Background: an optimization exercise with open tools, aiming at small area and a short achievable clock period. Do not read the settings as production practice.
Function was checked by simulation only, so behaviour that the tests miss may differ from the original.
Power is estimated from default activity; no workload was simulated. The clock port is modelled as an ideal driver; clocking choices that lean on that would not hold on a real chip.

## flow/design.v (module list and top-level ports; edited modules follow where they fit)
// module mac_cs: 906 lines
// module sub_array: 118 lines
// module cinc: 47 lines
// module resa_subarray: 39 lines
module resa_subarray (
    input  wire         clk,
    input  wire         rst,
    input  wire [1:0]   dataflow_sel,
    input  wire         stationary_sel,
    input  wire [63:0]  array_ifmap_in,
    input  wire [63:0]  array_weight_in,
    input  wire [127:0] array_psum_in_v,
    input  wire [127:0] array_psum_in_h,
    output wire [63:0]  array_ifmap_out,
    output wire [63:0]  array_weight_out,
    output wire [127:0] array_psum_out_v,
    output wire [127:0] array_psum_out_h
);
  // ...
==> flow/run.sh <==
#!/bin/bash
# synth_recipe.tcl (not shown) runs the flow's synth.tcl, then flattens the netlist and writes it again
# the make line also repeats each setting of config.mk as NAME=value (left out here)
make -C /OpenROAD-flow-scripts/flow DESIGN_CONFIG=/design/flow/config.mk WORK_HOME=/design/flow/orfs CLKGATE_MAP_FILE= SYNTH_SCRIPT=/design/flow/synth_recipe.tcl finish
==> flow/config.mk <==
export PLATFORM = sky130hd
export DESIGN_NAME = resa_subarray
export DESIGN_NICKNAME = resa_subarray
export VERILOG_FILES = /design/flow/design.v
export SDC_FILE = /design/flow/constraint.sdc
export NUM_CORES = 4
export LEC_CHECK = 0
export CAP_MARGIN = 20
export CORE_MARGIN = 2
export CORE_UTILIZATION = 60
export PLACE_DENSITY = 0.68
export SETUP_SLACK_MARGIN = 4.5
export SLEW_MARGIN = 20
export SYNTH_HIERARCHICAL = 1
==> flow/constraint.sdc <==
create_clock -name core_clock -period 10.0 [get_ports {clk}]
set_input_delay 2.0000 -clock core_clock [delete_from_list [all_inputs] [get_ports {clk}]]
set_output_delay 2.0000 -clock core_clock [all_outputs]
set_load 0.01 [all_outputs]
==> qor.yml, run 1 <==
finish:
  reg_top3: "u_array.d0 x256, u_array.d2 x256, u_array.lb x256"
  antenna_cells: 14
  n_fill_cell: 12100
  layout_common_cells: "inv_1, dfxtp_1, fa_1"
  syn_to_final_growth_pct: 12.7
  nMultiInputCombCells: 5938
  num-nonclk-inverters: 1254
routing:
  wl_per_cell_um: 22.5
  ant_nets: 0
  dr_wl_met2_um: 123000
critical_path:
  path_max_fanout: 4
  worstSetupStartpointType: "flip-flop"
  cp_slowest_cell: "clkdlybuf4s50_1"
  cp-end-kind: "output pin"
  crit_required_ns: 8.00
synth:
  synth_mux_area_frac: 0.00637
  yosysTopAreaCell: "dfxtp_1"
  synth.most_common_cell: "inv_1"
  synthAdderAreaFrac: 0.295
  yosys-top-cells-area: "dfxtp_1, fa_1, and2_1"
  synth_edf_count: 192
  synth_flop_cell: "dfxtp_1"
  synth_top_area_share: 0.251
clock_network:
  clkLatencyLatePin_ns: 0.83
  clock_sinks: 1523
  clk_path_buf_depth: 3
  cts-buffers-inserted: 157
  cts-resized-gates: 6
  cts_setup_buffers: 0
worst_hold_path:
  min_to: "u_array.pcol[1].pd2[15]"
  worstHoldPathCells: 0
timing:
  rsz0062_at_grt: "false"
  hold_viol: 0
  setup_viol: 0
grt:
  grt_pass1_wl_um: 399000
  met3_usage: 0.0575
run_status:
  status: "finished clean"
pwr:
  top_power_group: "combinational cells"
  power.density_cell_area_nw_per_um2: 219
==> run 2, diff against run 1 <==
==> flow/flow/run.sh (new file) <==
#!/bin/bash
# The standard layout, with two changes made through ORFS's own variables:
# clock tree synthesis without dummy loads, and timing repair aiming at a
# 5.5 ns setup margin. Each tool's output is kept in the ORFS logs under
# orfs/logs; make's own output goes to make_finish.log here.
set -euo pipefail
export CTS_ARGS="-sink_clustering_enable -repair_clock_nets -dont_use_dummy_load"
export SETUP_SLACK_MARGIN=5.5
bash standard.sh finish > make_finish.log 2>&1
==> flow/standard.sh (new file) <==
#!/bin/bash
# synth_recipe.tcl (not shown) runs the flow's synth.tcl, then flattens the netlist and writes it again
# the make line also repeats each setting of config.mk as NAME=value (left out here)
make -C /OpenROAD-flow-scripts/flow DESIGN_CONFIG=/design/flow/config.mk WORK_HOME=/design/flow/orfs CLKGATE_MAP_FILE= SYNTH_SCRIPT=/design/flow/synth_recipe.tcl "${@:-finish}"
--- a/flow/config.mk
+++ b/flow/config.mk
@@ -9,6 +9,5 @@
 export CORE_MARGIN = 2
 export CORE_UTILIZATION = 60
 export PLACE_DENSITY = 0.68
-export SETUP_SLACK_MARGIN = 4.5
 export SLEW_MARGIN = 20
 export SYNTH_HIERARCHICAL = 1
removed: flow/run.sh
==> run 2 against run 1 <==
Synthesized cell count is the same. Global-route usage increased by 3.4 points. Still clean on timing, DRC and antenna. Cell count rose by 2.5%. Area after synthesis unchanged. Clock power is 18% lower. Critical path type is now reg2reg.
==> qor.yml, run 2 <==
critical_path:
  path_max_fanout: 5  # +1
  crit_type: "reg2reg"
  cp_slowest_cell: "fa_1"
  cpPeakStageDelay_ns: 0.55
  crit_required_ns: 10.64  # +2.64 ns
  cp-end-kind: "flip-flop"
  crit_chain: "buf_6 > nand2_4 > fa_1 > fa_1 > inv_2 > fa_2 > inv_2 > fa_2 > fa_1 > inv_2 > fa_1 > ha_2 > inv_2 > fa_2 > nor2b_2 > o21ai_1 > nand2b_1 > nor2b_1"
  cp.arrival_ns: 5.51
  worstSetupStartpointType: "flip-flop"
synth:
  synth_edf_count: 192  # unchanged
  netlist_instances: 9186
  synth_flop_cell: "dfxtp_1"
  synth.most_common_cell: "inv_1"
  yosysTopAreaCell: "dfxtp_1"
  ys_seq_area_frac: 0.359
  synth_fp_nets: 11100
  yosysWarnings: 7
  synth_top_area_share: 0.251  # unchanged
  synthDistinctLibCells: 92
  async_flop_share: 0.110
  syn_area_per_cell_um2: 10.1
  yosys-top-cells-area: "dfxtp_1, fa_1, and2_1"
  syn_area_um2: 92700
  ys_ff_latch: 1523
  synth_common_cells: "inv_1, dfxtp_1, fa_1"
pwr:
  p_clk_frac: 0.210
  power.switching_w: 0.00860
  power_leakage_nw: 50.0
  switching_share: 0.364
  power_frac_seq: 0.314
  power.density_cell_area_nw_per_um2: 214  # -2.4%
  p_int_w: 0.0150
  irDropWorstVdd_uv: 218
  p_comb_frac: 0.475
clock_network:
  clkLatencyLatePin_ns: 0.80  # -0.03 ns
  clock_sinks: 1523  # unchanged
  clk_path_buf_depth: 3  # unchanged
  ctsRootBufferMaster: "clkbuf_16"
  cts-buffers-inserted: 158  # +0.64%
  h-tree-depth: 4
  clkTransAtPathRegs_ns: 0.06
  tritoncts: "yes"
finish:
  drive_gt1_frac: 0.161
  reg_top3: "u_array.d0 x256, u_array.d2 x256, u_array.lb x256"
  layout_common_cells: "inv_1, dfxtp_1, nand2_1"
  nNetsFinal: 11900
  final_common_cell: "inv_1"
  syn_to_final_growth_pct: 19.0
  n_fill_cell: 11100  # -7.9%
grt:
  grt_pass1_vias: 70300
  grt.overflow.total: 0
  grt_usage: 0.369
  grt_max_degree: 94
  antenna_found_initial: 30
  grt_pass1_wl_um: 432000  # +8.1%
routing:
  drc: 0
  ant_nets: 0  # unchanged
  drt_iter0_drc: 6040
  wl_per_cell_um: 24.5  # +9.0%
  wirelength_um: 293000
  vias_per_cell: 5.70
  vias: 68200
  drtPass1Iterations: 5
place:
  numPortBuffers: 516
  gp_congestion: 0.942
  post-dp-hpwl_um: 196000
die:
  die-area_um2: 158000
  fp.dieH_um: 397
  start_util: 0.603
  core_um2: 154000
  row_count: 144
  ios: 773
  fp.dieW_um: 397
timing:
  setup_tns_ns: 0
  hold_viol: 0  # unchanged
  min_period_over_period: 0.487
  drv_slew: 0
  finClkSkew_ns: 0.105
  setup_viol: 0  # unchanged
  min_period_ns: 4.87
  fmax_ghz: 0.205
  slew_headroom: 0.288
  worst_pin_slew_ns: 1.07
  hold_ws_ns: 0.294
  rsz0062_at_grt: "true"
run:
  cap_viol_max_count: 0
worst_hold_path:
  min_path_type: "reg2reg"
run_status:
  status: "finished clean"
[run 2: path summary, 6_finish.rpt]
| path | start | endpoint | slack (ns) | cells after the start |
|---|---|---|---|---|
| worst max-delay path | u_array.pcol[2].s3[14] | u_array.pcol[2].og[5] | 5.13 | 18 |
| worst min-delay path | u_array.pcol[3].pd1[23] | u_array.pcol[3].pd2[23] | 0.29 | 0 |
| worst max register to register | u_array.pcol[2].s3[14] | u_array.pcol[2].og[5] | 5.13 | 18 |
| worst min register to register | u_array.pcol[3].pd1[23] | u_array.pcol[3].pd2[23] | 0.29 | 0 |
| max in group asynchronous | rst | u_array.pcol[3].og[3] | 6.47 | 4 |
| min in group asynchronous | rst | u_array.pcol[2].os[2] | 1.72 | 2 |
[run 2: what timing repair did]
action	4_1_cts	5_1_grt
setup buffers	360	87
resized for setup	857	400
pin swaps	286	321
gates cloned	12	2
hold buffers	0	0
setup endpoints to repair	471	165
[run 2: power groups by stage]
stage / Combinational, W / Clock (W) / Sequential [W]
2_1_floorplan: 0.00721 / 0 / 0.00717
3_3_place_gp: 0.00922 / 0 / 0.00759
3_5_place_dp: 0.00946 / 0 / 0.00760
4_1_cts: 0.0104 / 0.00504 / 0.00738
5_1_grt: 0.0125 / 0.00527 / 0.00746
6_report: 0.0112 / 0.00497 / 0.00743
[run 2: routing by layer]
metal	wire length (um)	vias up	global-route usage
met4	17800	14	0.197
met5	105	-	0
met3	28600	890	0.0793
li1	-	30000	-
met2	132000	3494	0.575
met1	115000	33700	0.485
[run 2: critical path, delay by kind of cell (launching register included)]
family          cells  cell delay (ns)
fa+ha+maj           8             3.51
buf+inv             5             0.32
flops               1             0.48
compound gates      1             0.07
simple gates        4             0.37
[run 2: Yosys stat by module (local to each module, per instance), excerpt]
module	cells inside	area [um^2]	flip-flops and latches
sub_array	5078	55100	1523
mac_cs	965	8880	0
cinc	62	523	0
[run 2: cells by family after synthesis]
kind of cell,synth area share
AO/OA/AOI/OAI,0.0703
XOR/XNOR,0.0310
adder cells (fa/ha/maj),0.295
buffers and inverters,0.0758
flip-flops,0.359
multiplexers,0.00637
AND/OR/NAND/NOR,0.163
[run 2: per-stage QoR]
stage	setup WS (ns)	total power [W]	util	cell area, um^2	cells
2_1_floorplan	5.05	0.0144	-	94300	9186
3_3_place_gp	3.53	0.0168	0.646	99200	11300
3_5_place_dp	3.51	0.0171	0.646	99200	11300
4_1_cts	5.11	0.0228	0.705	108000	11900
5_1_grt	5.02	0.0253	0.718	110000	12000
6_report	5.13	0.0236	0.718	110000	12000
[run 2: cell type report]
type                       count  area (um^2)  area share
clock buffer                 158         3950      0.0358
antenna                       16         40.0    0.000363
timing repair buffer        1030        10300      0.0930
sequential                  1523        33600       0.305
multi-input combinational   5939        55200       0.500
inverter                    1254         4720      0.0428
tap                         2044         2560      0.0232
==> module sub_array, before the edit <==
module sub_array (
    input  wire         clk,
    input  wire         rst,
    input  wire [1:0]   dataflow_sel,
    input  wire         stationary_sel,
    input  wire [63:0]  array_ifmap_in,
    input  wire [63:0]  array_weight_in,
    input  wire [127:0] array_psum_in_v,
    input  wire [127:0] array_psum_in_h,
    output wire [63:0]  array_ifmap_out,
    output wire [63:0]  array_weight_out,
    output wire [127:0] psum_s,          
    output wire [27:0]  psum_g,          
    output wire [127:0] array_psum_out_h
);
    wire m_os  = (dataflow_sel == 2'b10);
    wire m_clr = (dataflow_sel == 2'b11);
    wire m_mac = ~dataflow_sel[1];
    wire ld_x0 = (dataflow_sel == 2'b00);
    reg [3:0] v0, v2;
    reg       lbv;
    reg [2:1] pv;
    wire [3:0] v0i = {v0[2:0], 1'b1};    
    wire [3:0] v2i = {v2[2:0], 1'b1};    
    wire lbv_n = lbv | stationary_sel;
    always @(posedge clk or posedge rst) begin
        if (rst) begin
            v0 <= 4'd0;
            v2 <= 4'd0;
            lbv <= 1'b0;
            pv <= 2'd0;
        end else begin
            v0 <= {4{m_os}} & v0i;
            v2 <= {4{~m_clr}} & v2i;
            lbv <= lbv_n;
            pv <= {2{m_mac}} & {pv[1], 1'b1};
        end
    end
    reg  [255:0] d0;             
    reg  [255:0] d2;             
    reg  [255:0] lb;             
    wire [255:0] x0, x2;         
    wire [255:0] lbn;            
    always @(posedge clk) begin
        d0 <= x0;
        d2 <= x2;
        lb <= lbn;
    end
    wire sum_ok   = m_mac & lbv;
    wire sel_keep = sum_ok & ~stationary_sel;
    wire sel_load = sum_ok & stationary_sel;
    wire sel_lb   = ~sum_ok;
    genvar r, c;
    generate
        for (r = 0; r < 4; r = r + 1) begin: row
            for (c = 0; c < 4; c = c + 1) begin: col
                if (c == 0) begin: w0
                    assign x0[16*(4*(r)+(c)) +: 16] = array_ifmap_in[16*r +: 16];
                end else begin: wn
                    assign x0[16*(4*(r)+(c)) +: 16] = d0[16*(4*(r)+(c-1)) +: 16];
                end
                if (r == 0) begin: n0
                    assign x2[16*(4*(r)+(c)) +: 16] = array_weight_in[16*c +: 16];
                end else begin: nn
                    assign x2[16*(4*(r)+(c)) +: 16] = d2[16*(4*(r-1)+(c)) +: 16];
                end
                wire ld_zero = ld_x0 ? ~v0i[c] : ~v2i[r];
                assign lbn[16*(4*(r)+(c)) +: 16] = stationary_sel ?
                    ((ld_x0 ? x0[16*(4*(r)+(c)) +: 16] : x2[16*(4*(r)+(c)) +: 16]) & {16{~ld_zero}}) :
                    lb[16*(4*(r)+(c)) +: 16];
            end
        end
        for (c = 0; c < 4; c = c + 1) begin: pcol
            reg  [15:0] a1;              
            reg  [16:0] a2;              
            reg  [17:0] s3;              
            reg  [31:0] pd1, pd2, pd3;   
            reg  [31:0] os;              
            reg  [6:0]  og;              
            wire [16:0] a2n = a1 + lb[16*(4*(1)+(c)) +: 16];
            wire [17:0] s3n = a2 + lb[16*(4*(2)+(c)) +: 16];
            wire [15:0] x0_3 = x0[16*(4*(3)+(c)) +: 16] & {16{v0i[c]}};
            wire [15:0] x2_3 = x2[16*(4*(3)+(c)) +: 16] & {16{v2[2]}};
            wire [17:0] s_keep = s3n + {2'b0, lb[16*(4*(3)+(c)) +: 16]};
            wire [17:0] s_load = s3n + {2'b0, ld_x0 ? x0_3 : x2_3};
            wire [17:0] s3m = ({18{sel_keep}} & s_keep) | ({18{sel_load}} & s_load) |
                              ({18{sel_lb}} & {2'b0, lbn[16*(4*(3)+(c)) +: 16]});
            wire s3_ok = ~m_clr & v2[1] & lbv_n;
            wire [31:0] ms;
            wire [6:0]  mg;
            mac_cs u_mac (.a(d2[16*(4*(2)+(c)) +: 16]), .b(s3), .p(pd3), .s(ms), .g(mg));
            always @(posedge clk) begin
                a1  <= lb[16*(4*(0)+(c)) +: 16] & {16{sum_ok}};
                a2  <= a2n & {17{sum_ok}};
                s3  <= s3m & {18{s3_ok}};
                pd1 <= array_psum_in_v[32*c +: 32];
                pd2 <= pd1;
                pd3 <= pd2 & {32{m_mac & pv[2]}};
            end
            always @(posedge clk or posedge rst) begin
                if (rst) begin
                    os <= 32'd0;
                    og <= 7'd0;
                end else begin
                    os <= ms & {32{m_mac}};
                    og <= mg & {7{m_mac}};
                end
            end
            assign psum_s[32*c +: 32] = os;
            assign psum_g[7*c +: 7] = og;
            assign array_weight_out[16*c +: 16] = d2[16*(4*(3)+(c)) +: 16] & {16{v2[3]}};
        end
        for (r = 0; r < 4; r = r + 1) begin: orow
            assign array_ifmap_out[16*r +: 16] = d0[16*(4*(r)+(3)) +: 16] & {16{v0[3]}};
        end
    endgenerate
    assign array_psum_out_h = array_psum_in_h;
endmodule
==> run 3, diff against run 2 <==
--- a/flow/design.v
+++ b/flow/design.v
@@ -923,7 +923,7 @@
     wire m_clr = (dataflow_sel == 2'b11);
     wire m_mac = ~dataflow_sel[1];
     wire ld_x0 = (dataflow_sel == 2'b00);
-    reg [3:0] v0, v2;
+    reg [2:0] v0, v2;
     reg       lbv;
     reg [2:1] pv;
     wire [3:0] v0i = {v0[2:0], 1'b1};    
@@ -931,13 +931,13 @@
     wire lbv_n = lbv | stationary_sel;
     always @(posedge clk or posedge rst) begin
         if (rst) begin
-            v0 <= 4'd0;
-            v2 <= 4'd0;
+            v0 <= 3'd0;
+            v2 <= 3'd0;
             lbv <= 1'b0;
             pv <= 2'd0;
         end else begin
-            v0 <= {4{m_os}} & v0i;
-            v2 <= {4{~m_clr}} & v2i;
+            v0 <= {3{m_os}} & v0i[2:0];
+            v2 <= {3{~m_clr}} & v2i[2:0];
             lbv <= lbv_n;
             pv <= {2{m_mac}} & {pv[1], 1'b1};
         end
@@ -947,11 +947,22 @@
     reg  [255:0] lb;             
     wire [255:0] x0, x2;         
     wire [255:0] lbn;            
+    reg  [63:0]  o0;             
+    reg  [63:0]  o2;             
     always @(posedge clk) begin
         d0 <= x0;
         d2 <= x2;
         lb <= lbn;
     end
+    always @(posedge clk or posedge rst) begin
+        if (rst) begin
+            o0 <= 64'd0;
+            o2 <= 64'd0;
+        end else begin
+            o0 <= {x0[16*(4*(3)+(3)) +: 16], x0[16*(4*(2)+(3)) +: 16], x0[16*(4*(1)+(3)) +: 16], x0[16*(4*(0)+(3)) +: 16]} & {64{m_os & v0[2]}};
+            o2 <= {x2[16*(4*(3)+(3)) +: 16], x2[16*(4*(3)+(2)) +: 16], x2[16*(4*(3)+(1)) +: 16], x2[16*(4*(3)+(0)) +: 16]} & {64{~m_clr & v2[2]}};
+        end
+    end
     wire sum_ok   = m_mac & lbv;
     wire sel_keep = sum_ok & ~stationary_sel;
     wire sel_load = sum_ok & stationary_sel;
@@ -1014,10 +1025,10 @@
             end
             assign psum_s[32*c +: 32] = os;
             assign psum_g[7*c +: 7] = og;
-            assign array_weight_out[16*c +: 16] = d2[16*(4*(3)+(c)) +: 16] & {16{v2[3]}};
+            assign array_weight_out[16*c +: 16] = o2[16*c +: 16];
         end
         for (r = 0; r < 4; r = r + 1) begin: orow
-            assign array_ifmap_out[16*r +: 16] = d0[16*(4*(r)+(3)) +: 16] & {16{v0[3]}};
+            assign array_ifmap_out[16*r +: 16] = o0[16*r +: 16];
         end
     endgenerate
     assign array_psum_out_h = array_psum_in_h;
==> flow/run.sh (new file) <==
#!/bin/bash
# synth_recipe.tcl (not shown) runs the flow's synth.tcl, then flattens the netlist and writes it again
# the make line also repeats each setting of config.mk as NAME=value (left out here)
make -C /OpenROAD-flow-scripts/flow DESIGN_CONFIG=/design/flow/config.mk WORK_HOME=/design/flow/orfs CLKGATE_MAP_FILE= SYNTH_SCRIPT=/design/flow/synth_recipe.tcl finish
--- a/flow/config.mk
+++ b/flow/config.mk
@@ -9,5 +9,6 @@
 export CORE_MARGIN = 2
 export CORE_UTILIZATION = 60
 export PLACE_DENSITY = 0.68
+export SETUP_SLACK_MARGIN = 5.0
 export SLEW_MARGIN = 20
 export SYNTH_HIERARCHICAL = 1
removed: flow/flow/run.sh
removed: flow/standard.sh
==> run 3 against run 2 <==
Design area shrank 3.2%. Clock power grew 26%. Combinational power shrank 15%. Hold slack gained 0.025 ns. Critical endpoint is now array_psum_out_v[28]. Via count shrank 4.5%. Non-clock buffer count shrank 324. Global-route usage shrank 3.6 points. Largest cell class unchanged. Total power shrank 2.1%. Die area shrank 0.11%.
==> qor.yml, run 3 <==
run_status:
  status: "finished clean"
timing:
  rsz0062_at_grt: "true"
  worst_pin_slew_ns: 1.12  # +0.0543 ns
  hold_viol: 0  # unchanged
  setup_viol: 0  # unchanged
  finClkSkew_ns: 0.0529  # -0.0517 ns
  fmax_ghz: 0.202  # -1.5%
  setup_slack_ns: 5.05  # -0.0745 ns
  hold_ws_ns: 0.319  # +0.0247 ns
  slew_headroom: 0.252  # -0.0362
  min_period_over_period: 0.495  # +0.00745
  min_period_ns: 4.95  # +0.0745 ns
  drv_slew: 0  # unchanged
  setup_tns_ns: 0  # unchanged
routing:
  drc: 0  # unchanged
  drtPass1Iterations: 8  # +3
  drt_iter0_drc: 5790  # -4.1%
  wirelength_um: 271000  # -7.6%
  vias: 65100  # -4.5%
  ant_nets: 0  # unchanged
  wl_per_cell_um: 23.4  # -4.7%
  vias_per_cell: 5.61  # -1.6%
synth:
  ys_ff_latch: 1521  # -0.13%
  syn_area_um2: 92600  # -0.12%
  yosysTopAreaCell: "fa_1"
  yosys-top-cells-area: "fa_1, dfxtp_1, dfrtp_1"
  synth.most_common_cell: "inv_1"
  ys_seq_area_frac: 0.365  # +0.00679
  async_flop_share: 0.193  # +0.0830
  synth_edf_count: 192  # unchanged
  synth_fp_nets: 11000  # -1.4%
  synth_common_cells: "inv_1, nand2_1, fa_1"
  syn_area_per_cell_um2: 10.3  # +1.7%
  synth_top_area_share: 0.227  # -0.0239
  synthDistinctLibCells: 90  # -2.2%
  netlist_instances: 9026  # -1.7%
  synth_flop_cell: "dfxtp_1"
  yosysWarnings: 7  # unchanged
pwr:
  power_leakage_nw: 49.2  # -1.6%
  power.density_cell_area_nw_per_um2: 217  # +1.1%
  irDropWorstVdd_uv: 183  # -16%
run:
  cap_viol_max_count: 0  # unchanged
clock_network:
  clk_path_buf_depth: 3  # unchanged
  clkLatencyLatePin_ns: 0.82  # +0.02 ns
  cts-buffers-inserted: 159  # +0.63%
  tritoncts: "yes"
  clkTransAtPathRegs_ns: 0.06  # about the same
  cts_hold_buf: 0  # unchanged
  clock_sinks: 1521  # -0.13%
  h-tree-depth: 4  # unchanged
  ctsRootBufferMaster: "clkbuf_16"
critical_path:
  rrSetupSlack_ns: 5.13  # about the same
  crit_type: "reg2out"
  rr_startpoint: "u_array.pcol[2].s3[3]"
  reg2reg_depth: 13  # -5
  cp-startpoint: "u_array.pcol[0].os[9]"
  cp-endpoint: "array_psum_out_v[28]"
  worstSetupStartpointType: "flip-flop"
  path_max_fanout: 4  # -1
  cp-end-kind: "output pin"
  r2r-end: "u_array.pcol[2].og[3]"
  crit_required_ns: 8.00  # -2.64 ns
  cp.arrival_ns: 2.95  # -2.56 ns
die:
  fp.dieW_um: 397  # about the same
  fp.dieH_um: 397  # about the same
  start_util: 0.603  # -0.000700
  die-area_um2: 158000  # -0.11%
  row_count: 144  # unchanged
  ios: 773  # unchanged
  core_um2: 154000  # unchanged
place:
  post-dp-hpwl_um: 192000  # -2.2%
  numPortBuffers: 516  # unchanged
  postPlaceCellArea_um2: 98800  # -0.40%
  pre_cts_ws_ns: 3.48  # -0.0261 ns
  gp_congestion: 0.927  # -1.5%
finish:
  layout_common_cells: "inv_1, nand2_1, fa_1"
  syn_to_final_growth_pct: 15.4
  drive_gt1_frac: 0.0727  # -0.0880
  stdcell_area_um2: 107000  # -3.2%
  nNetsFinal: 11400  # -4.1%
  final_common_cell: "inv_1"
  utilization: 0.695  # -0.0229
  reg_top3: "u_array.lb x256, u_array.d0 x192, u_array.d2 x192"
  largest_reg_flops: 256
  regMostFlops: "u_array.lb"
worst_hold_path:
  min_path_type: "reg2reg"
grt:
  grt_usage: 0.333  # -0.0358
  grt_max_degree: 181  # +93%
  grt_pass1_wl_um: 397000  # -8.0%
  grt.overflow.total: 0  # unchanged
  grt_pass1_vias: 66800  # -5.0%
  antenna_found_initial: 22  # -27%
==> run 3: cell types whose count changed after synthesis, moves of 23 or more <==
cell,previous run,this run
nand3_1,226,158
o21ai_0,165,136
and2_1,1042,909
dfxtp_1,1164,1036
dfrtp_1,167,293
nand2_1,1045,1068
and3_1,30,137
o22ai_1,34,4
==> run 3: timing repair <==
| action | 4_1_cts | 5_1_grt |
|---|---|---|
| setup endpoints to repair | 159 | 64 |
| gates resized for setup | 152 | 249 |
| pin swaps | 14 | 30 |
| buffers inserted | 9 | 60 |
| gates cloned | 3 | 27 |
==> run 3: final cells by class <==
cell class	count	area (um^2)
multi-input combinational	5798	52100
fill	11700	46900
sequential	1521	34100
timing repair buffer	706	7710
inverter	1233	4630
clock buffer	214	4480
tap	2044	2560
clock inverter	82	1210
antenna	11	27.5
==> run 3: modules after synthesis, one instance, submodules excluded, excerpt <==
module     area [um^2]  flops+latches
cinc               523              0
mac_cs            8880              0
sub_array        55000           1521
==> run 3: how the worst min path moves through the flow <==
stage | startpoint | endpoint | slack, ns | depth (start not counted)
2_1_floorplan | u_array.pcol[0].pd1[0] | u_array.pcol[0].pd2[0] | 0.31 | 0
3_3_place_gp | u_array.pcol[0].pd1[17] | u_array.pcol[0].pd2[17] | 0.31 | 0
3_5_place_dp | u_array.pcol[1].pd1[25] | u_array.pcol[1].pd2[25] | 0.31 | 0
4_1_cts | u_array.pcol[2].pd1[25] | u_array.pcol[2].pd2[25] | 0.32 | 0
5_1_grt | u_array.pcol[1].pd1[13] | u_array.pcol[1].pd2[13] | 0.32 | 0
6_report | u_array.pcol[1].pd1[13] | u_array.pcol[1].pd2[13] | 0.32 | 0
==> run 3: stage by stage <==
| step | total power [W] | std cells |
|---|---|---|
| final | 0.0231 | 11600 |
| after CTS | 0.0230 | 11500 |
| after global placement | 0.0165 | 11200 |
| after global routing | 0.0248 | 11600 |
| after floorplan | 0.0141 | 9026 |
| after detailed placement | 0.0167 | 11200 |
==> run 3: critical path, cell delays in order (launching register included) <==
cell,delay [ns]
dfrtp_1,0.40
and4_1,0.24
o311ai_4,0.31
buf_12,0.17
o311ai_4,0.13
ha_2,0.35
clkdlybuf4s50_1,0.52
==> run 3: kinds of logic (layout without fill, tap and decap cells) <==
kind of cell / after synthesis / after routing / share of synthesized area
other cells: 0 / 11 / 0
compound gates: 966 / 966 / 0.0679
simple gates: 2884 / 2887 / 0.157
buf+inv: 1710 / 2235 / 0.0755
fa+ha+maj: 1556 / 1556 / 0.295
xor+xnor: 335 / 335 / 0.0323
mux: 54 / 54 / 0.00624
flops: 1521 / 1521 / 0.365
==> run 3: metal layers <==
layer | up-vias | global-route usage | wire [um]
li1 | 29000 | - | -
met1 | 32700 | 0.460 | 112000
met2 | 2920 | 0.527 | 124000
met3 | 546 | 0.0592 | 25000
met4 | 6 | 0.126 | 10600
met5 | - | 0 | 42
==> run 3: report_power, final <==
part	total [W]	leakage [nW]	switching, W	internal, W
Combinational	0.00947	31.9	0.00500	0.00446
Clock	0.00627	2.74	0.00262	0.00365
Sequential	0.00739	14.6	0.000595	0.00680
Total	0.0231	49.2	0.00822	0.0149
==> run 4, diff against run 3 <==
==> flow/flow/run.sh (new file) <==
#!/bin/bash
# The standard layout, with changes made through ORFS's own variables only:
# clock tree synthesis without dummy loads, port buffers of cell buf_2, and
# timing repair aiming at a 5.0 ns setup margin. Each tool's output is kept
# in the ORFS logs under orfs/logs; make's own output goes to
# make_finish.log here.
set -euo pipefail
export CTS_ARGS="-sink_clustering_enable -repair_clock_nets -dont_use_dummy_load"
export BUFFER_PORTS_ARGS="-buffer_cell sky130_fd_sc_hd__buf_2"
export SETUP_SLACK_MARGIN=5.0
bash standard.sh finish > make_finish.log 2>&1
==> flow/standard.sh (new file) <==
#!/bin/bash
# synth_recipe.tcl (not shown) runs the flow's synth.tcl, then flattens the netlist and writes it again
# the make line also repeats each setting of config.mk as NAME=value (left out here)
make -C /OpenROAD-flow-scripts/flow DESIGN_CONFIG=/design/flow/config.mk WORK_HOME=/design/flow/orfs CLKGATE_MAP_FILE= SYNTH_SCRIPT=/design/flow/synth_recipe.tcl "${@:-finish}"
--- a/flow/config.mk
+++ b/flow/config.mk
@@ -9,6 +9,5 @@
 export CORE_MARGIN = 2
 export CORE_UTILIZATION = 60
 export PLACE_DENSITY = 0.68
-export SETUP_SLACK_MARGIN = 5.0
 export SLEW_MARGIN = 20
 export SYNTH_HIERARCHICAL = 1
removed: flow/run.sh
==> run 4 against run 3 <==
Synthesized cell count stayed put. Sequential cell count unchanged. Area after synthesis unchanged. Die area is the same. Critical endpoint is now array_psum_out_v[126]. Sequential power barely moved. Highest routed layer unchanged. Hold slack got worse by 0.018 ns. Non-clock buffer count is 33 lower. Core utilization fell by 3.1 points. Clock power down 21%.
==> qor.yml, run 4 <==
worst_hold_path:
  worstHoldPathCells: 0  # unchanged
  min_path_type: "reg2reg"
  min_to: "u_array.pcol[1].pd2[9]"
  hp-start: "u_array.pcol[1].pd1[9]"
routing:
  vias: 64100  # -1.6%
  ant_nets: 0  # unchanged
  drtPass1Iterations: 6  # -2
  drc: 0  # unchanged
  vias_per_cell: 5.60  # -0.14%
  wirelength_um: 263000  # -3.1%
  drt_iter0_drc: 5365  # -7.3%
  wl_per_cell_um: 23.0  # -1.6%
synth:
  synth_common_cells: "inv_1, nand2_1, fa_1"
  yosys-top-cells-area: "fa_1, dfxtp_1, dfrtp_1"
  synth_edf_count: 192  # unchanged
  async_flop_share: 0.193  # unchanged
  synth_top_area_share: 0.227  # unchanged
  netlist_instances: 9026  # unchanged
  syn_area_um2: 92600  # unchanged
  ys_ff_latch: 1521  # unchanged
  yosysTopAreaCell: "fa_1"
  synth.most_common_cell: "inv_1"
  synthDistinctLibCells: 90  # unchanged
  synth_fp_nets: 11000  # unchanged
  syn_area_per_cell_um2: 10.3  # unchanged
  synth_flop_cell: "dfxtp_1"
  yosysWarnings: 7  # unchanged
  ys_seq_area_frac: 0.365  # unchanged
finish:
  layout_common_cells: "inv_1, nand2_1, fa_1"
  register_area_um2: 34100  # about the same
  regMostFlops: "u_array.lb"
  final_cell_count_no_fill: 11400  # -1.4%
  largest_reg_flops: 256  # unchanged
  reg_top3: "u_array.lb x256, u_array.d0 x192, u_array.d2 x192"
  final_common_cell: "inv_1"
  syn_to_final_growth_pct: 10.1
  drive_gt1_frac: 0.112  # +0.0388
  multiInputGateArea_um2: 52000  # -0.15%
  nNetsFinal: 11300  # -0.32%
  n_fill_cell: 12300  # +4.3%
die:
  core_um2: 154000  # unchanged
  die-area_um2: 158000  # unchanged
  start_util: 0.603  # unchanged
  fp.dieW_um: 397  # unchanged
  fp.dieH_um: 397  # unchanged
  ios: 773  # unchanged
  row_count: 144  # unchanged
run:
  cap_viol_max_count: 0  # unchanged
clock_network:
  ctsRootBufferMaster: "clkbuf_16"
  cts_hold_buf: 0  # unchanged
  clock_sinks: 1521  # unchanged
  clkTransAtPathRegs_ns: 0.06  # about the same
  clk_path_buf_depth: 3  # unchanged
  tritoncts: "yes"
  cts-buffers-inserted: 157  # -1.3%
  h-tree-depth: 4  # unchanged
  clkLatencyLatePin_ns: 0.82  # about the same
timing:
  worst_pin_slew_ns: 1.09  # -0.0364 ns
  setup_viol: 0  # unchanged
  rsz0062_at_grt: "false"
  finClkSkew_ns: 0.0825  # +0.0295 ns
  hold_viol: 0  # unchanged
  drv_slew: 0  # unchanged
  min_period_ns: 4.88  # -0.0641 ns
  min_period_over_period: 0.488  # -0.00641
  fmax_ghz: 0.205  # +1.3%
  setup_tns_ns: 0  # unchanged
  slew_headroom: 0.276  # +0.0243
critical_path:
  path_max_fanout: 4  # unchanged
  rrSetupSlack_ns: 5.13  # about the same
  rr_startpoint: "u_array.d2[164]"
  cp-end-kind: "output pin"
  cp-startpoint: "u_array.pcol[3].os[8]"
  crit_required_ns: 8.00  # about the same
  cpPeakStageDelay_ns: 0.51  # about the same
  cp_common_cell: "ha_1"
  r2r-end: "u_array.pcol[2].os[17]"
  crit_chain: "and4_1 > o311ai_4 > o311ai_2 > ha_1 > ha_1 > xor2_1 > buf_2"
  worstSetupStartpointType: "flip-flop"
  cp_slowest_cell: "o311ai_4"
  cp.arrival_ns: 2.88  # -0.07 ns
  reg2reg_depth: 17  # +4
  crit_type: "reg2out"
pwr:
  power.density_cell_area_nw_per_um2: 211  # -2.7%
  power_leakage_nw: 48.3  # -1.9%
  power.total_w: 0.0215  # -7.1%
  irDropWorstVdd_uv: 172  # -6.0%
grt:
  grt_usage: 0.329  # -0.00442
  grt.overflow.total: 0  # unchanged
  antenna_found_initial: 36  # +64%
  grt_pass1_vias: 65900  # -1.4%
  grt_max_degree: 158  # -13%
  grt_pass1_wl_um: 392000  # -1.4%
place:
  post-dp-hpwl_um: 189000  # -1.3%
  dpl.cell_count: 11200  # -0.0089%
  numPortBuffers: 516  # unchanged
  gp_congestion: 0.918  # -1.1%
run_status:
  status: "finished clean"
## run 4: report_power, final
group	internal (W)	switching (W)
sequential	0.00680	0.000600
clock	0.00274	0.00221
combinational	0.00422	0.00492
## run 4: modules after synthesis (local to each module, per instance), excerpt
module     area, um^2  flip-flops and latches  copies in the design
mac_cs           8880                       0                     4
sub_array       55000                    1521                     1
cinc              523                       0                     4
## run 4: repair_timing
| action | in CTS | in global routing |
|---|---|---|
| resized for setup | 89 | 212 |
| endpoints found under the setup margin | 105 | 54 |
| pin swaps | 1 | 23 |
| cloned | 2 | 19 |
| setup buffers | 4 | 40 |
## run 4: area by class of cell
class | count | share of cell area
antenna | 16 | 0.000392
clock buffer | 157 | 0.0385
inverter | 1233 | 0.0454
multi-input combinational | 5797 | 0.510
sequential | 1521 | 0.334
tap | 2044 | 0.0251
timing repair buffer | 673 | 0.0464
## run 4: worst max-delay path by stage
stage	to	slack, ns	cells past startpoint
after CTS	u_array.pcol[3].og[5]	5.00	18
after global routing	u_array.pcol[1].og[4]	4.98	19
after detailed placement	u_array.pcol[1].s3[16]	3.54	17
after global placement	u_array.pcol[1].s3[16]	3.64	17
after floorplan	u_array.lbv	4.11	1
final	array_psum_out_v[126]	5.12	7
## run 4: layer usage
layer / wire length [um] / part of all wire / up-vias / GRT usage
li1: - / - / 28800 / -
met1: 110000 / 0.42 / 31800 / 0.457
met2: 118000 / 0.45 / 2860 / 0.510
met3: 23800 / 0.090 / 552 / 0.0646
met4: 10800 / 0.041 / 26 / 0.126
met5: 190 / 0.00072 / - / 0.00339
## run 4: logic make-up after synthesis
group / count (synthesis) / synth area share
flip-flops: 1521 / 0.365
buffers and inverters: 1710 / 0.0755
XOR/XNOR: 335 / 0.0323
AO/OA/AOI/OAI: 966 / 0.0679
multiplexers: 54 / 0.00624
adder cells (fa/ha/maj): 1556 / 0.295
AND/OR/NAND/NOR: 2884 / 0.157
## run 4: through the flow
step	instance area [um^2]	hold slack [ns]	worst slack, ns	util
after floorplan	92700	0.310	4.11	-
after global placement	96300	0.310	3.64	0.626
after detailed placement	96300	0.312	3.54	0.626
after CTS	100000	0.300	5.00	0.654
after global routing	102000	0.316	4.98	0.664
final	102000	0.301	5.12	0.664
## run 4: critical path, delay by kind of cell (launching register included)
family	cells	cell delay, ns
compound gates	2	0.74
fa+ha+maj	2	0.44
flops	1	0.39
simple gates	1	0.25
buf+inv	1	0.15
xor+xnor	1	0.14
==> run 5, diff against run 4 <==
--- a/flow/config.mk
+++ b/flow/config.mk
@@ -7,7 +7,9 @@
 export LEC_CHECK = 0
 export CAP_MARGIN = 20
 export CORE_MARGIN = 2
-export CORE_UTILIZATION = 60
-export PLACE_DENSITY = 0.68
+export CORE_UTILIZATION = 70
+export CTS_CLUSTER_DIAMETER = 100
+export CTS_CLUSTER_SIZE = 30
+export PLACE_DENSITY = 0.75
 export SLEW_MARGIN = 20
 export SYNTH_HIERARCHICAL = 1
==> run 5 against run 4 <==
Clock-buffer cell count decreased by 7. Clock skew increased by 0.036 ns. Sequential power about the same. Maximum frequency decreased by 0.90%. Register-to-register slack got worse by 0.06 ns. Critical path type is now reg2reg. Largest cell class unchanged.
==> qor.yml, run 5 <==
run_status:
  status: "finished clean"
die:
  die-area_um2: 135000  # -14%
  fp.dieW_um: 368  # -7.3%
  core_um2: 131000  # -14%
  start_util: 0.704  # +0.102
  row_count: 133  # -7.6%
  ios: 773  # unchanged
  fp.dieH_um: 368  # -7.3%
routing:
  vias_per_cell: 5.87  # +4.9%
  wl_per_cell_um: 23.6  # +2.7%
  vias: 65500  # +2.2%
  drc: 0  # unchanged
  drt_iter0_drc: 6283  # +17%
  wirelength_um: 263000  # about the same
  drtPass1Iterations: 6  # unchanged
  ant_nets: 0  # unchanged
clock_network:
  h-tree-depth: 4  # unchanged
  ctsRootBufferMaster: "clkbuf_16"
  clkTransAtPathRegs_ns: 0.06  # about the same
  cts-buffers-inserted: 150  # -4.5%
  tritoncts: "yes"
  clock_sinks: 1521  # unchanged
  clk_path_buf_depth: 3  # unchanged
  clkLatencyLatePin_ns: 0.84  # +0.02 ns
finish:
  regMostFlops: "u_array.lb"
  drive_gt1_frac: 0.114  # +0.00245
  final_common_cell: "inv_1"
  syn_to_final_growth_pct: 9.63
  layout_common_cells: "inv_1, nand2_1, fa_1"
  largest_reg_flops: 256  # unchanged
  n_fill_cell: 8732  # -29%
  nNetsFinal: 11300  # -0.079%
  reg_top3: "u_array.lb x256, u_array.d0 x192, u_array.d2 x192"
critical_path:
  crit_chain: "buf_12 > buf_6 > nand2_1 > fa_1 > fa_1 > inv_1 > fa_1 > inv_1 > fa_2 > fa_1 > inv_1 > fa_1 > ha_2 > inv_1 > fa_2 > inv_1 > nor2b_1"
  reg2reg_depth: 17  # unchanged
  worstSetupStartpointType: "flip-flop"
  cp-end-kind: "flip-flop"
  cp_slowest_cell: "fa_1"
  r2r-end: "u_array.pcol[3].os[21]"
  worst-path-buf-inv: 7  # +6
  crit_type: "reg2reg"
  crit_required_ns: 10.60  # +2.60 ns
  cpPeakStageDelay_ns: 0.52  # about the same
  critical-path-top-delay-family: "adder cells"
  rr_startpoint: "u_array.d2[180]"
  path_max_fanout: 8  # +4
  rrSetupSlack_ns: 5.07  # -0.06 ns
  cp.arrival_ns: 5.53  # +2.65 ns
timing:
  setup_tns_ns: 0  # unchanged
  rsz0062_at_grt: "true"
  min_period_over_period: 0.493  # +0.00442
  setup_viol: 0  # unchanged
  finClkSkew_ns: 0.118  # +0.0359 ns
  worst_pin_slew_ns: 1.09  # +0.00440 ns
  hold_viol: 0  # unchanged
  min_period_ns: 4.93  # +0.0442 ns
  fmax_ghz: 0.203  # -0.90%
  drv_slew: 0  # unchanged
  slew_headroom: 0.273  # -0.00293
  setup_slack_ns: 5.07  # -0.0442 ns
  hold_ws_ns: 0.306  # +0.00476 ns
synth:
  synthDistinctLibCells: 90  # unchanged
  synth.most_common_cell: "inv_1"
  synth_edf_count: 192  # unchanged
  ys_ff_latch: 1521  # unchanged
  async_flop_share: 0.193  # unchanged
  yosysWarnings: 7  # unchanged
  synth_top_area_share: 0.227  # unchanged
  netlist_instances: 9026  # unchanged
  synth_common_cells: "inv_1, nand2_1, fa_1"
  synth_flop_cell: "dfxtp_1"
  ys_seq_area_frac: 0.365  # unchanged
  syn_area_per_cell_um2: 10.3  # unchanged
  synth_fp_nets: 11000  # unchanged
  yosys-top-cells-area: "fa_1, dfxtp_1, dfrtp_1"
  syn_area_um2: 92600  # unchanged
  yosysTopAreaCell: "fa_1"
place:
  gp_congestion: 0.951  # +3.6%
  numPortBuffers: 516  # unchanged
  post-dp-hpwl_um: 185000  # -2.0%
  pre_cts_ws_ns: 3.99  # +0.448 ns
grt:
  grt_usage: 0.379  # +0.0499
  grt_pass1_wl_um: 389000  # -0.69%
  grt_max_degree: 198  # +25%
  grt.overflow.total: 0  # unchanged
  antenna_found_initial: 31  # -14%
  grt_pass1_vias: 67400  # +2.3%
worst_hold_path:
  hp-start: "u_array.pcol[2].pd1[13]"
  min_to: "u_array.pcol[2].pd2[13]"
  min_path_type: "reg2reg"
  worstHoldPathCells: 0  # unchanged
run:
  cap_viol_max_count: 0  # unchanged
pwr:
  irDropWorstVdd_uv: 206  # +20%
  power.density_cell_area_nw_per_um2: 212  # +0.47%
  power_leakage_nw: 48.3  # about the same
-- run 5: cell types whose count changed in the layout (fill, tap and decap cells not counted), sizes merged --
| cell | before | now |
|---|---|---|
| diode | 16 | 18 |
| buf | 654 | 650 |
| clkbuf | 176 | 170 |
| or2 | 19 | 18 |
| bufbuf | 0 | 2 |
-- run 5: layout make-up --
type	count	area, um^2	area share
Multi-Input combinational cell	5796	52100	0.513
Sequential cell	1521	34100	0.336
Timing Repair Buffer	672	4700	0.0463
Inverter	1233	4630	0.0456
Clock buffer	150	3750	0.0370
Tap cell	1755	2200	0.0216
Antenna cell	18	45.0	0.000444
-- run 5: worst max-delay path by stage --
stage	startpoint	to	cells after the start
CTS	u_array.d2[180]	u_array.pcol[3].og[4]	19
global route	u_array.d2[187]	u_array.pcol[3].og[5]	16
detailed placement	dataflow_sel[1]	u_array.pcol[2].s3[15]	15
floorplan	rst	u_array.lbv	1
global placement	dataflow_sel[1]	u_array.pcol[2].s3[15]	15
finish	u_array.d2[180]	u_array.pcol[3].os[21]	17
-- run 5: stage by stage --
step	total power, W	utilization	cell area, um^2	instances
6_report	0.0215	0.772	102000	11100
5_1_grt	0.0230	0.772	102000	11100
4_1_cts	0.0213	0.761	100000	11100
3_5_place_dp	0.0164	0.729	95800	10900
3_3_place_gp	0.0161	0.729	95800	10900
2_1_floorplan	0.0141	-	92700	9026
-- run 5: per-module statistics from Yosys, one instance, submodules excluded, a selection --
module	cells	cell area, um^2	flops+latches
mac_cs	965	8880	0
sub_array	4918	55000	1521
cinc	62	523	0
-- run 5: metal layers --
layer  track usage  up-vias  part of all wire
li1              -    28800                 -
met1         0.513    32300              0.39
met2         0.582     3651              0.45
met3        0.0949      727              0.11
met4         0.164       28             0.049
met5        0.0118        -            0.0012
-- run 5: repair_timing --
action,in CTS,in global routing
cloned,3,20
resized for setup,117,207
endpoints found under the setup margin,64,66
setup buffers,3,47
pin swaps,4,42
hold buffers,0,0
-- run 5: cells by family after synthesis --
logic type | Yosys count | share of synthesized area
AND/OR/NAND/NOR | 2884 | 0.157
AO/OA/AOI/OAI | 966 | 0.0679
flip-flops | 1521 | 0.365
multiplexers | 54 | 0.00624
XOR/XNOR | 335 | 0.0323
adder cells (fa/ha/maj) | 1556 | 0.295
buffers and inverters | 1710 | 0.0755
-- run 5: power by group --
part | total [W] | internal, W | switching, W
sequential | 0.00742 | 0.00680 | 0.000617
clock | 0.00480 | 0.00262 | 0.00218
combinational | 0.00927 | 0.00426 | 0.00501
-- run 5: worst register-to-register path: stages (launching register included) --
cell,delay [ns]
dfxtp_4,0.36
buf_12,0.14
buf_6,0.14
nand2_1,0.07
fa_1,0.50
fa_1,0.50
inv_1,0.05
fa_1,0.48
inv_1,0.06
fa_2,0.39
fa_1,0.52
inv_1,0.06
fa_1,0.49
ha_2,0.19
inv_1,0.05
fa_2,0.52
inv_1,0.05
nor2b_1,0.13
==> run 6, diff against run 5 <==
==> flow/flow/run.sh (replaced) <==
#!/bin/bash
# The standard layout, with changes made through ORFS's own variables only:
# clock tree synthesis without dummy loads and with larger sink clusters, port buffers of cell buf_2, and
# timing repair aiming at a 5.0 ns setup margin. Each tool's output is kept
# in the ORFS logs under orfs/logs; make's own output goes to
# make_finish.log here.
set -euo pipefail
export CTS_ARGS="-sink_clustering_enable -repair_clock_nets -dont_use_dummy_load -sink_clustering_size 30 -sink_clustering_max_diameter 120"
export BUFFER_PORTS_ARGS="-buffer_cell sky130_fd_sc_hd__buf_2"
export SETUP_SLACK_MARGIN=5.0
bash standard.sh finish > make_finish.log 2>&1
--- a/flow/config.mk
+++ b/flow/config.mk
@@ -7,9 +7,7 @@
 export LEC_CHECK = 0
 export CAP_MARGIN = 20
 export CORE_MARGIN = 2
-export CORE_UTILIZATION = 70
-export CTS_CLUSTER_DIAMETER = 100
-export CTS_CLUSTER_SIZE = 30
-export PLACE_DENSITY = 0.75
+export CORE_UTILIZATION = 60
+export PLACE_DENSITY = 0.68
 export SLEW_MARGIN = 20
 export SYNTH_HIERARCHICAL = 1
==> run 6 against run 5 <==
Core utilization shrank 12 points. Die area grew 16%. Critical path depth shrank 2. Synthesized cell count is the same. Critical path type unchanged. Largest cell class unchanged.
==> qor.yml, run 6 <==
run_status:
  status: "finished clean"
synth:
  yosysTopAreaCell: "fa_1"
  yosysWarnings: 7  # unchanged
  synth_edf_count: 192  # unchanged
  netlist_instances: 9026  # unchanged
  synthDistinctLibCells: 90  # unchanged
  synth_top_area_share: 0.227  # unchanged
  synth_fp_nets: 11000  # unchanged
  ys_seq_area_frac: 0.365  # unchanged
  async_flop_share: 0.193  # unchanged
  syn_area_um2: 92600  # unchanged
  ys_ff_latch: 1521  # unchanged
  yosys-top-cells-area: "fa_1, dfxtp_1, dfrtp_1"
  synth_common_cells: "inv_1, nand2_1, fa_1"
  synth_flop_cell: "dfxtp_1"
  synth.most_common_cell: "inv_1"
  syn_area_per_cell_um2: 10.3  # unchanged
finish:
  n_fill_cell: 12500  # +43%
  reg_top3: "u_array.lb x256, u_array.d0 x192, u_array.d2 x192"
  nNetsFinal: 11300  # -0.47%
  largest_reg_flops: 256  # unchanged
  layout_common_cells: "inv_1, nand2_1, fa_1"
  final_common_cell: "inv_1"
  drive_gt1_frac: 0.113  # -0.00118
  regMostFlops: "u_array.lb"
  syn_to_final_growth_pct: 8.15
pwr:
  p_int_w: 0.0121  # -11%
  power.density_cell_area_nw_per_um2: 195  # -7.8%
  switching_share: 0.379  # +0.0155
  power_frac_seq: 0.378  # +0.033
  p_clk_frac: 0.150  # -0.073
  p_comb_frac: 0.473  # +0.042
  irDropWorstVdd_uv: 211  # +2.4%
  power_leakage_nw: 47.4  # -1.9%
  power.switching_w: 0.00740  # -5.2%
timing:
  worst_pin_slew_ns: 1.09  # -0.00114 ns
  min_period_ns: 4.93  # +0.00540 ns
  fmax_ghz: 0.203  # -0.11%
  finClkSkew_ns: 0.171  # +0.0529 ns
  min_period_over_period: 0.493  # +0.000540
  setup_tns_ns: 0  # unchanged
  setup_viol: 0  # unchanged
  slew_headroom: 0.274  # +0.000761
  drv_slew: 0  # unchanged
  setup_slack_ns: 5.07  # -0.00540 ns
  rsz0062_at_grt: "true"
  hold_viol: 0  # unchanged
place:
  post-dp-hpwl_um: 189000  # +2.1%
  numPortBuffers: 516  # unchanged
  pre_cts_ws_ns: 3.54  # -0.448 ns
  gp_congestion: 0.918  # -3.5%
clock_network:
  clock_sinks: 1521  # unchanged
  cts-buffers-inserted: 60  # -60%
  cts_hold_buf: 0  # unchanged
  tritoncts: "yes"
  h-tree-depth: 2  # -2
  clk_path_buf_depth: 3  # unchanged
  clkLatencyLatePin_ns: 0.80  # -0.04 ns
  clkTransAtPathRegs_ns: 0.12  # +0.06 ns
  ctsRootBufferMaster: "clkbuf_16"
routing:
  vias: 63600  # -2.8%
  drtPass1Iterations: 6  # unchanged
  wirelength_um: 263000  # +0.15%
  ant_nets: 0  # unchanged
  drc: 0  # unchanged
  vias_per_cell: 5.59  # -4.8%
  wl_per_cell_um: 23.1  # -1.9%
  drt_iter0_drc: 5314  # -15%
critical_path:
  crit_type: "reg2reg"
  cp-end-kind: "flip-flop"
  worstSetupStartpointType: "flip-flop"
  cp.arrival_ns: 5.47  # -0.06 ns
  path_max_fanout: 11  # +3
  crit_required_ns: 10.54  # -0.06 ns
grt:
  grt_max_degree: 158  # -20%
  antenna_found_initial: 39  # +26%
  grt_usage: 0.324  # -0.0546
  grt_pass1_vias: 64800  # -3.9%
  grt_pass1_wl_um: 388000  # -0.29%
  grt.overflow.total: 0  # unchanged
worst_hold_path:
  min_path_type: "reg2reg"
run:
  cap_viol_max_count: 0  # unchanged
die:
  start_util: 0.603  # -0.102
  core_um2: 154000  # +17%
  fp.dieW_um: 397  # +7.9%
  fp.dieH_um: 397  # +7.9%
  row_count: 144  # +8.3%
  die-area_um2: 158000  # +16%
  ios: 773  # unchanged
[run 6: through the flow]
step	std cells	util	total power, W	area, um^2	hold slack, ns
after floorplan	9026	-	0.0141	92700	0.310
after global placement	11200	0.626	0.0162	96300	0.310
after detailed placement	11200	0.626	0.0164	96300	0.312
after CTS	11300	0.640	0.0194	98300	0.303
after global routing	11400	0.652	0.0212	100000	0.301
final	11400	0.652	0.0195	100000	0.299
[run 6: final cells by class]
type                            count  area (um^2)  area share
Antenna cell                       18         45.0    0.000450
Multi-Input combinational cell   5797        52100       0.520
Timing Repair Buffer              708         5190      0.0518
Tap cell                         2044         2560      0.0255
Inverter                         1233         4630      0.0462
Sequential cell                  1521        34100       0.341
Clock buffer                       60         1500      0.0150
[run 6: final timing paths]
path	cells after the start	start	slack, ns	endpoint
max	15	u_array.pcol[3].s3[12]	5.07	u_array.pcol[3].og[3]
min reg2reg	0	u_array.pcol[2].pd1[4]	0.30	u_array.pcol[2].pd2[4]
max reg2reg	15	u_array.pcol[3].s3[12]	5.07	u_array.pcol[3].og[3]
max in group asynchronous	4	rst	6.99	u_array.pcol[3].os[27]
min	0	u_array.pcol[2].pd1[4]	0.30	u_array.pcol[2].pd2[4]
min in group asynchronous	3	rst	1.45	u_array.pcol[1].os[13]
[run 6: power by group through the flow]
stage               sequential (W)  clock (W)  combinational [W]
finish                     0.00738    0.00293            0.00924
CTS                        0.00738    0.00299            0.00902
global placement           0.00750          0            0.00869
floorplan                  0.00716          0            0.00691
detailed placement         0.00750          0            0.00892
global route               0.00742    0.00318             0.0106
[run 6: metal layers]
metal	wire, um	global-route usage
met2	117000	0.507
met1	110000	0.458
met5	169	0.00277
met3	24600	0.0534
met4	10900	0.113
[run 6: cells by family (layout without fill, tap and decap cells)]
kind of cell | count (synthesis) | in the layout | share of synthesized area
AND/OR/NAND/NOR | 2884 | 2886 | 0.157
buffers and inverters | 1710 | 2001 | 0.0755
adder cells (fa/ha/maj) | 1556 | 1556 | 0.295
flip-flops | 1521 | 1521 | 0.365
AO/OA/AOI/OAI | 966 | 966 | 0.0679
XOR/XNOR | 335 | 335 | 0.0323
multiplexers | 54 | 54 | 0.00624
other | 0 | 18 | 0
[run 6: what timing repair did]
item,4_1_cts,5_1_grt
pin swaps,2,52
cloned,3,25
endpoints found under the setup margin,101,58
gates resized for setup,157,221
setup buffers,7,66
[run 6: worst max-delay path, cell delays in order, from the launching register on]
cell     delay (ns)
dfxtp_2        0.35
buf_12         0.14
buf_4          0.15
and2_1         0.17
fa_1           0.50
inv_1          0.05
fa_1           0.55
fa_1           0.45
fa_1           0.43
fa_1           0.51
fa_1           0.53
inv_1          0.05
ha_1           0.31
a21o_1         0.19
a21o_1         0.17
nor2b_1        0.12
[run 6: modules after synthesis, one instance, submodules excluded, excerpt]
module     cell area, um^2  copies in the design
cinc                   523                     4
sub_array            55000                     1
mac_cs                8880                     4
==> run 7, diff against run 6 <==
--- a/flow/flow/run.sh
+++ b/flow/flow/run.sh
@@ -5,7 +5,7 @@
 # in the ORFS logs under orfs/logs; make's own output goes to
 # make_finish.log here.
 set -euo pipefail
-export CTS_ARGS="-sink_clustering_enable -repair_clock_nets -dont_use_dummy_load -sink_clustering_size 30 -sink_clustering_max_diameter 120"
+export CTS_ARGS="-sink_clustering_enable -repair_clock_nets -dont_use_dummy_load -sink_clustering_size 20 -sink_clustering_max_diameter 80"
 export BUFFER_PORTS_ARGS="-buffer_cell sky130_fd_sc_hd__buf_2"
 export SETUP_SLACK_MARGIN=5.0
 bash standard.sh finish > make_finish.log 2>&1
==> run 7 against run 6 <==
Design area grew 0.57%. Critical path depth grew 3. Combinational power shrank 0.8%. Total power grew 4.0%. Sequential share of layout area shrank 0.19 points. Setup slack gained 0.050 ns. Clock-buffer cell count grew 39. Die area is the same. Clock power grew 28%. Still clean.
==> qor.yml, run 7 <==
grt:
  antenna_found_initial: 39  # unchanged
  grt_max_degree: 158  # unchanged
  grt_usage: 0.326  # +0.00203
  grt_pass1_vias: 65200  # +0.64%
  grt.overflow.total: 0  # unchanged
  grt_pass1_wl_um: 390000  # +0.45%
synth:
  async_flop_share: 0.193  # unchanged
  synth-xor-area-share: 0.0323  # unchanged
  synth.most_common_cell: "inv_1"
  synthDistinctLibCells: 90  # unchanged
  synth_common_cells: "inv_1, nand2_1, fa_1"
  syn_area_per_cell_um2: 10.3  # unchanged
  yosysWarnings: 7  # unchanged
  yosys-top-cells-area: "fa_1, dfxtp_1, dfrtp_1"
  synth_mux_area_frac: 0.00624  # unchanged
  synth_top_area_share: 0.227  # unchanged
  synth_edf_count: 192  # unchanged
  synth_fp_nets: 11000  # unchanged
  synth_simple_gate_area_frac: 0.157  # unchanged
  synthAdderAreaFrac: 0.295  # unchanged
  synth_top_family_by_area: "adder cells"
  yosysTopAreaCell: "fa_1"
  ys_seq_area_frac: 0.365  # unchanged
  ys_ff_latch: 1521  # unchanged
  netlist_instances: 9026  # unchanged
  synth_compound_area_frac: 0.0679  # unchanged
  synth_flop_cell: "dfxtp_1"
  syn_area_um2: 92600  # unchanged
timing:
  rsz0062_at_grt: "true"
  min_period_ns: 4.89  # -0.0495 ns
  worst_pin_slew_ns: 1.08  # -0.0137 ns
  hold_viol: 0  # unchanged
  finClkSkew_ns: 0.0903  # -0.0809 ns
  fmax_ghz: 0.205  # +1.0%
  setup_tns_ns: 0  # unchanged
  min_period_over_period: 0.489  # -0.00495
  setup_viol: 0  # unchanged
  drv_slew: 0  # unchanged
  slew_headroom: 0.283  # +0.00912
  setup_slack_ns: 5.11  # +0.0495 ns
finish:
  layout_common_cells: "inv_1, nand2_1, fa_1"
  largest_reg_flops: 256  # unchanged
  regMostFlops: "u_array.lb"
  nNetsFinal: 11300  # +0.12%
  drive_gt1_frac: 0.109  # -0.00412
  reg_top3: "u_array.lb x256, u_array.d0 x192, u_array.d2 x192"
  stdcell_area_um2: 101000  # +0.57%
  final_common_cell: "inv_1"
  syn_to_final_growth_pct: 8.77
worst_hold_path:
  min_path_type: "reg2reg"
run:
  cap_viol_max_count: 0  # unchanged
critical_path:
  worstSetupStartpointType: "flip-flop"
  crit_chain: "buf_6 > nand2_1 > fa_1 > fa_1 > inv_1 > fa_1 > inv_1 > fa_1 > fa_1 > inv_1 > fa_1 > ha_1 > inv_1 > fa_1 > nor2b_1 > o21ai_0 > nand2b_1 > nor2b_1"
  cp-startpoint: "u_array.pcol[3].s3[14]"
  cp-end-kind: "flip-flop"
  rr_startpoint: "u_array.pcol[3].s3[14]"
  reg2reg_depth: 18  # +3
  r2r-end: "u_array.pcol[3].og[5]"
  cp-endpoint: "u_array.pcol[3].og[5]"
  crit_required_ns: 10.66  # +0.12 ns
  rrSetupSlack_ns: 5.11  # +0.05 ns
  cp_slowest_cell: "fa_1"
  worst-path-buf-inv: 5  # +1
  crit_type: "reg2reg"
  critical-path-top-delay-family: "adder cells"
  cpPeakStageDelay_ns: 0.52  # -0.03 ns
  cp_common_cell: "fa_1"
  cp.arrival_ns: 5.55  # +0.08 ns
  path_max_fanout: 16  # +5
  cp.depth: 18  # +3
clock_network:
  cts-buffers-inserted: 99  # +65%
  tritoncts: "yes"
  ctsRootBufferMaster: "clkbuf_16"
  clk_path_buf_depth: 3  # unchanged
  clkTransAtPathRegs_ns: 0.08  # -0.04 ns
  cts_hold_buf: 0  # unchanged
  clock_sinks: 1521  # unchanged
  h-tree-depth: 3  # +1
  clkLatencyLatePin_ns: 0.74  # -0.06 ns
die:
  core_um2: 154000  # unchanged
  row_count: 144  # unchanged
  ios: 773  # unchanged
  fp.dieH_um: 397  # unchanged
  start_util: 0.603  # unchanged
  fp.dieW_um: 397  # unchanged
  die-area_um2: 158000  # unchanged
place:
  postPlaceCellArea_um2: 96300  # unchanged
  post-dp-hpwl_um: 189000  # unchanged
  pre_cts_ws_ns: 3.54  # unchanged
  gp_congestion: 0.918  # unchanged
  numPortBuffers: 516  # unchanged
pwr:
  switching_share: 0.371  # -0.00742
  irDropWorstVdd_uv: 175  # -17%
  power_frac_seq: 0.364  # -0.014
  power.switching_w: 0.00755  # +1.9%
  power.density_cell_area_nw_per_um2: 202  # +3.4%
  p_clk_frac: 0.185  # +0.035
  p_int_w: 0.0128  # +5.2%
  power_leakage_nw: 47.7  # +0.63%
  p_comb_frac: 0.452  # -0.021
routing:
  vias: 63700  # +0.14%
  drt_iter0_drc: 5233  # -1.5%
  ant_nets: 0  # unchanged
  vias_per_cell: 5.60  # about the same
  wl_per_cell_um: 23.1  # about the same
  drtPass1Iterations: 6  # unchanged
  drc: 0  # unchanged
  wirelength_um: 263000  # about the same
run_status:
  status: "finished clean"
## run 7: cell counts after synthesis
No cell type changed its count.
## run 7: cell families (layout without fill, tap and decap cells)
| family | count (synthesis) | in the layout |
|---|---|---|
| adder cells (fa/ha/maj) | 1556 | 1556 |
| buffers and inverters | 1710 | 2014 |
| multiplexers | 54 | 54 |
| AO/OA/AOI/OAI | 966 | 966 |
| other | 0 | 14 |
| flip-flops | 1521 | 1521 |
| AND/OR/NAND/NOR | 2884 | 2886 |
| XOR/XNOR | 335 | 335 |
## run 7: area by class of cell
cell class | instances | area, um^2
well taps | 2044 | 2560
repair buffers | 682 | 4880
diodes | 14 | 35.0
clock buffers | 99 | 2480
fillers | 12400 | 53000
flip-flops and latches | 1521 | 34100
multi-input cells | 5797 | 52000
inverters | 1233 | 4630
## run 7: worst min-delay path by stage
stage	startpoint	endpoint	slack, ns	cells past startpoint
5_1_grt	u_array.pcol[0].pd1[16]	u_array.pcol[0].pd2[16]	0.30	0
3_5_place_dp	u_array.pcol[1].pd1[25]	u_array.pcol[1].pd2[25]	0.31	0
6_report	u_array.pcol[0].pd1[20]	u_array.pcol[0].pd2[20]	0.31	0
4_1_cts	u_array.pcol[0].pd1[20]	u_array.pcol[0].pd2[20]	0.31	0
2_1_floorplan	u_array.pcol[0].pd1[0]	u_array.pcol[0].pd2[0]	0.31	0
3_3_place_gp	u_array.pcol[0].pd1[31]	u_array.pcol[0].pd2[31]	0.31	0
## run 7: modules after synthesis (local to each module, per instance), excerpt
module	area, um^2	cells
sub_array	55000	4918
mac_cs	8880	965
cinc	523	62
## run 7: routing by layer
metal / share of wire / vias up / global-route usage
met1: 0.42 / 31700 / 0.457
met4: 0.039 / 24 / 0.120
li1: - / 28700 / -
met2: 0.45 / 2849 / 0.509
met3: 0.095 / 529 / 0.0572
met5: 0.00069 / - / 0.00369
## run 7: worst register-to-register path, stage by stage, from the launching register on
cell	delay, ns
dfxtp_1	0.32
buf_6	0.21
nand2_1	0.14
fa_1	0.47
fa_1	0.52
inv_1	0.06
fa_1	0.50
inv_1	0.05
fa_1	0.41
fa_1	0.51
inv_1	0.05
fa_1	0.50
ha_1	0.18
inv_1	0.06
fa_1	0.40
nor2b_1	0.12
o21ai_0	0.09
nand2b_1	0.08
nor2b_1	0.12
## run 7: repair_timing
| item | in CTS | in global routing |
|---|---|---|
| gates cloned | 2 | 24 |
| setup buffers | 5 | 44 |
| setup endpoints to repair | 101 | 59 |
| gates resized for setup | 103 | 219 |
| pin swaps | 1 | 28 |
## run 7: per-stage QoR
step                hold WS (ns)  total power (W)  std cells  utilization
finish                     0.309           0.0203      11400        0.655
global route               0.298           0.0219      11400        0.655
CTS                        0.311           0.0202      11300        0.644
detailed placement         0.312           0.0164      11200        0.626
global placement           0.310           0.0162      11200        0.626
floorplan                  0.310           0.0141       9026            -
## run 7: power by group through the flow
stage,Sequential [W],Combinational [W],Clock (W)
5_1_grt,0.00743,0.0105,0.00403
2_1_floorplan,0.00716,0.00691,0
3_5_place_dp,0.00750,0.00892,0
6_report,0.00739,0.00917,0.00375
3_3_place_gp,0.00750,0.00869,0
4_1_cts,0.00738,0.00901,0.00382

[static timing again, ports no longer ideal]
Ports are ideal in the flow. The routed layouts listed here were re-timed in OpenROAD.
Step 1: set_driving_cell puts a clkbuf_16 on clk and a buf_2 on each other input, an assumption about the parent block.
Step 2 times the ports against the registers' clock, not the clock port: input delays grow and output delays shrink by t, the midpoint of the rising clock arrivals with the driver on.
Three values: no drivers, after step 1, after step 2; two values: the first two.
| run | shift t [ns] | slack for setup (ns) | hold slack, ns |
|---|---|---|---|
| run 1 | 0.887 | 4.619 / 4.528 / 3.822 | 0.318 / 0.318 / 0.318 |
| run 2 | 0.848 | 5.125 / 5.070 / 4.305 | 0.294 / 0.294 / 0.294 |
| run 3 | 0.890 | 5.051 / 4.957 / 4.257 | 0.319 / 0.319 / 0.319 |
| run 4 | 0.869 | 5.115 / 5.027 / 4.254 | 0.301 / 0.301 / 0.301 |
| run 5 | 0.860 | 5.071 / 4.988 / 4.249 | 0.306 / 0.306 / 0.306 |
| run 6 | 0.804 | 5.065 / 5.036 / 4.232 | 0.299 / 0.299 / 0.299 |
| run 7 | 0.801 | 5.115 / 5.042 / 4.257 | 0.309 / 0.309 / 0.309 |
After both steps setup and hold are still met in every run listed. For run 4, which loses most, drivers alone change the setup slack by -0.088 ns; drivers and shift together by -0.861 ns.
